Background: an optimization exercise with open tools, aiming at small area. Do not read the settings as production practice. Only simulation tests tie the RTL to the original design; equivalence was not proved.

## x_corr
module x_corr #(parameter xi_bits = 12,
                parameter xq_bits = 12,
                parameter yi_bits = 12,
                parameter yq_bits = 12,
                parameter i_bits = 31,
                parameter q_bits = 31,
                parameter length = 102,
                parameter length_counter_bits = 7,
                parameter out_max_bits = 62
                )
   (input clk,
    input                              rst,
    output                             s_axis_tready,
    input [xi_bits - 1:0]              xi,
    input [xq_bits - 1:0]              xq,
    input [yi_bits - 1:0]              yi,
    input [yq_bits - 1:0]              yq,
    input                              m_axis_tvalid,
    input                              m_axis_tready,
    output [out_max_bits - 1:0]        out_max,
    output [length_counter_bits - 1:0] index,
    output                             s_axis_tvalid
    );
Size: roughly 120 I/O pins, roughly 0.032 mm2 of cells after synthesis.
==> flow/config.mk <==
export PLATFORM = sky130hd
export DESIGN_NAME = x_corr
export DESIGN_NICKNAME = x_corr
export VERILOG_FILES = /design/flow/design.v
export SDC_FILE = /design/flow/constraint.sdc
export NUM_CORES = 4
export LEC_CHECK = 0
export ABC_AREA = 1
export CAP_MARGIN = 20
export CORE_MARGIN = 2
export CORE_UTILIZATION = 40
export SLEW_MARGIN = 20
==> flow/constraint.sdc <==
create_clock -name core_clock -period 10.0 [get_ports {clk}]
set_input_delay 2.0000 -clock core_clock [delete_from_list [all_inputs] [get_ports {clk}]]
set_output_delay 2.0000 -clock core_clock [all_outputs]
set_load 0.01 [all_outputs]
standard.sh (not shown) runs the stock make flow with config.mk's settings and CLKGATE_MAP_FILE= SYNTH_SCRIPT=/design/flow/synth_recipe.tcl, a recipe that flattens the netlist after the stock synthesis.
==> flow/flow/run.sh <==
#!/bin/bash
# Layout flow: the standard synthesis, then a polarity clean-up of the
# mapped netlist (flow/polarity.py: full adders built on complemented
# signals, and XOR/XNOR swapped, where that saves inverters; registers and
# ports untouched), then the standard ORFS layout with one-drive port
# buffers and a clock tree of small buffers without dummy loads.
# Each tool's output goes to a log file in this folder.
set -euo pipefail
W=$(pwd)
R=$W/orfs/results/$FLOW_PLATFORM/x_corr/base

bash standard.sh synth > synth.log 2>&1

cp "$R/1_2_yosys.v" "$W/netlist_standard.v"
python3 flow/polarity.py "$W/netlist_standard.v" "$W/netlist_polarity.v" > polarity.log 2>&1
cp "$W/netlist_polarity.v" "$R/1_2_yosys.v"
rm -f "$R/1_synth.odb" "$R/1_synth.sdc"

bash standard.sh \
  BUFFER_PORTS_ARGS="-buffer_cell sky130_fd_sc_hd__buf_1" \
  CTS_ARGS="-sink_clustering_enable -repair_clock_nets -dont_use_dummy_load -buf_list {sky130_fd_sc_hd__clkbuf_4 sky130_fd_sc_hd__clkbuf_8}" \
  finish > layout.log 2>&1
Other scripts of this flow, unchanged in this note and not shown: flow/flow/polarity.py
==> next run, changes <==
--- a/flow/design.v
+++ b/flow/design.v
@@ -1405,40 +1405,50 @@
    reg [30:0] ore, oim;
    always @(posedge clk)
      if (load) begin
         ore <= re;
         oim <= im;
      end
-   reg [4:0] ore_w;
+   reg [4:0] ore_nw;
    always @(*) begin
-      case (st)
-        4'd1: ore_w = {ore[30], ore[30], ore[29], ore[28], ore[27]};
-        4'd2: ore_w = {ore[27], ore[26], ore[25], ore[24], ore[23]};
-        4'd3: ore_w = {ore[23], ore[22], ore[21], ore[20], ore[19]};
-        4'd4: ore_w = {ore[19], ore[18], ore[17], ore[16], ore[15]};
-        4'd5: ore_w = {ore[15], ore[14], ore[13], ore[12], ore[11]};
-        4'd6: ore_w = {ore[11], ore[10], ore[9], ore[8], ore[7]};
-        4'd7: ore_w = {ore[7], ore[6], ore[5], ore[4], ore[3]};
-        4'd8: ore_w = {ore[3], ore[2], ore[1], ore[0], 1'b0};
-        default: ore_w = 5'd0;
-      endcase
+      if (load)
+        ore_nw = {re[30], re[30], re[29], re[28], re[27]};
+      else
+        case (st)
+          4'd1: ore_nw = {ore[27], ore[26], ore[25], ore[24], ore[23]};
+          4'd2: ore_nw = {ore[23], ore[22], ore[21], ore[20], ore[19]};
+          4'd3: ore_nw = {ore[19], ore[18], ore[17], ore[16], ore[15]};
+          4'd4: ore_nw = {ore[15], ore[14], ore[13], ore[12], ore[11]};
+          4'd5: ore_nw = {ore[11], ore[10], ore[9], ore[8], ore[7]};
+          4'd6: ore_nw = {ore[7], ore[6], ore[5], ore[4], ore[3]};
+          4'd7: ore_nw = {ore[3], ore[2], ore[1], ore[0], 1'b0};
+          default: ore_nw = 5'd0;
+        endcase
    end
-   reg [4:0] oim_w;
+   reg [4:0] ore_w;
+   always @(posedge clk)
+     ore_w <= ore_nw;
+   reg [4:0] oim_nw;
    always @(*) begin
-      case (st)
-        4'd1: oim_w = {oim[30], oim[30], oim[29], oim[28], oim[27]};
-        4'd2: oim_w = {oim[27], oim[26], oim[25], oim[24], oim[23]};
-        4'd3: oim_w = {oim[23], oim[22], oim[21], oim[20], oim[19]};
-        4'd4: oim_w = {oim[19], oim[18], oim[17], oim[16], oim[15]};
-        4'd5: oim_w = {oim[15], oim[14], oim[13], oim[12], oim[11]};
-        4'd6: oim_w = {oim[11], oim[10], oim[9], oim[8], oim[7]};
-        4'd7: oim_w = {oim[7], oim[6], oim[5], oim[4], oim[3]};
-        4'd8: oim_w = {oim[3], oim[2], oim[1], oim[0], 1'b0};
-        default: oim_w = 5'd0;
-      endcase
+      if (load)
+        oim_nw = {im[30], im[30], im[29], im[28], im[27]};
+      else
+        case (st)
+          4'd1: oim_nw = {oim[27], oim[26], oim[25], oim[24], oim[23]};
+          4'd2: oim_nw = {oim[23], oim[22], oim[21], oim[20], oim[19]};
+          4'd3: oim_nw = {oim[19], oim[18], oim[17], oim[16], oim[15]};
+          4'd4: oim_nw = {oim[15], oim[14], oim[13], oim[12], oim[11]};
+          4'd5: oim_nw = {oim[11], oim[10], oim[9], oim[8], oim[7]};
+          4'd6: oim_nw = {oim[7], oim[6], oim[5], oim[4], oim[3]};
+          4'd7: oim_nw = {oim[3], oim[2], oim[1], oim[0], 1'b0};
+          default: oim_nw = 5'd0;
+        endcase
    end
+   reg [4:0] oim_w;
+   always @(posedge clk)
+     oim_w <= oim_nw;
    wire [37:0] low;
    wire oree0_one = ore_w[1] ^ ore_w[0];
    wire oree0_two = (ore_w[2] & ~ore_w[1] & ~ore_w[0]) | (~ore_w[2] & ore_w[1] & ore_w[0]);
    wire oree0_neg = ore_w[2];
    wire orep0_q0 = (oree0_one & ore[0]) ^ oree0_neg;
    wire orep0_q1 = ((oree0_one & ore[1]) | (oree0_two & ore[0])) ^ oree0_neg;
Result: Non-clock buffer count drops by 35. Synthesized area climbs slightly. Final cell count goes up by a few percent. Flip-flop and latch count increases by 10. Via count goes up by a few percent. Count of clock-buffer cells in the layout is higher by 2. Final area goes down slightly. Routed wire length climbs slightly. First-iteration DRC count goes up by a few percent. Clock skew barely changes. Global-route usage is higher by 0.44 points.

[port drivers added, routing unchanged]
The flow's constraints put no driver on any port. The routed layouts listed below were extracted and timed again, unchanged, in two steps. Step 1 assumes that a clkbuf_16 drives the clock port and a buf_2 every other input. Step 2, shift: input delay + t, output delay - t, t = (earliest + latest rising clock arrival at the registers) / 2. This alone moves slack from input paths to output paths. Three values: ideal, step 1, step 2; two values: the first two.
run | t, ns | setup slack, ns | worst data-port slew with drivers (ns)
the first run | 0.662 | 0.706 / 0.706 / 0.435 | 0.06
the second run | 0.681 | 1.203 / 1.244 / 0.563 | 0.04
After both steps setup and hold are still met in every run listed. For the second run, which loses most, drivers alone change the setup slack by +0.041 ns; drivers and shift together by -0.640 ns.
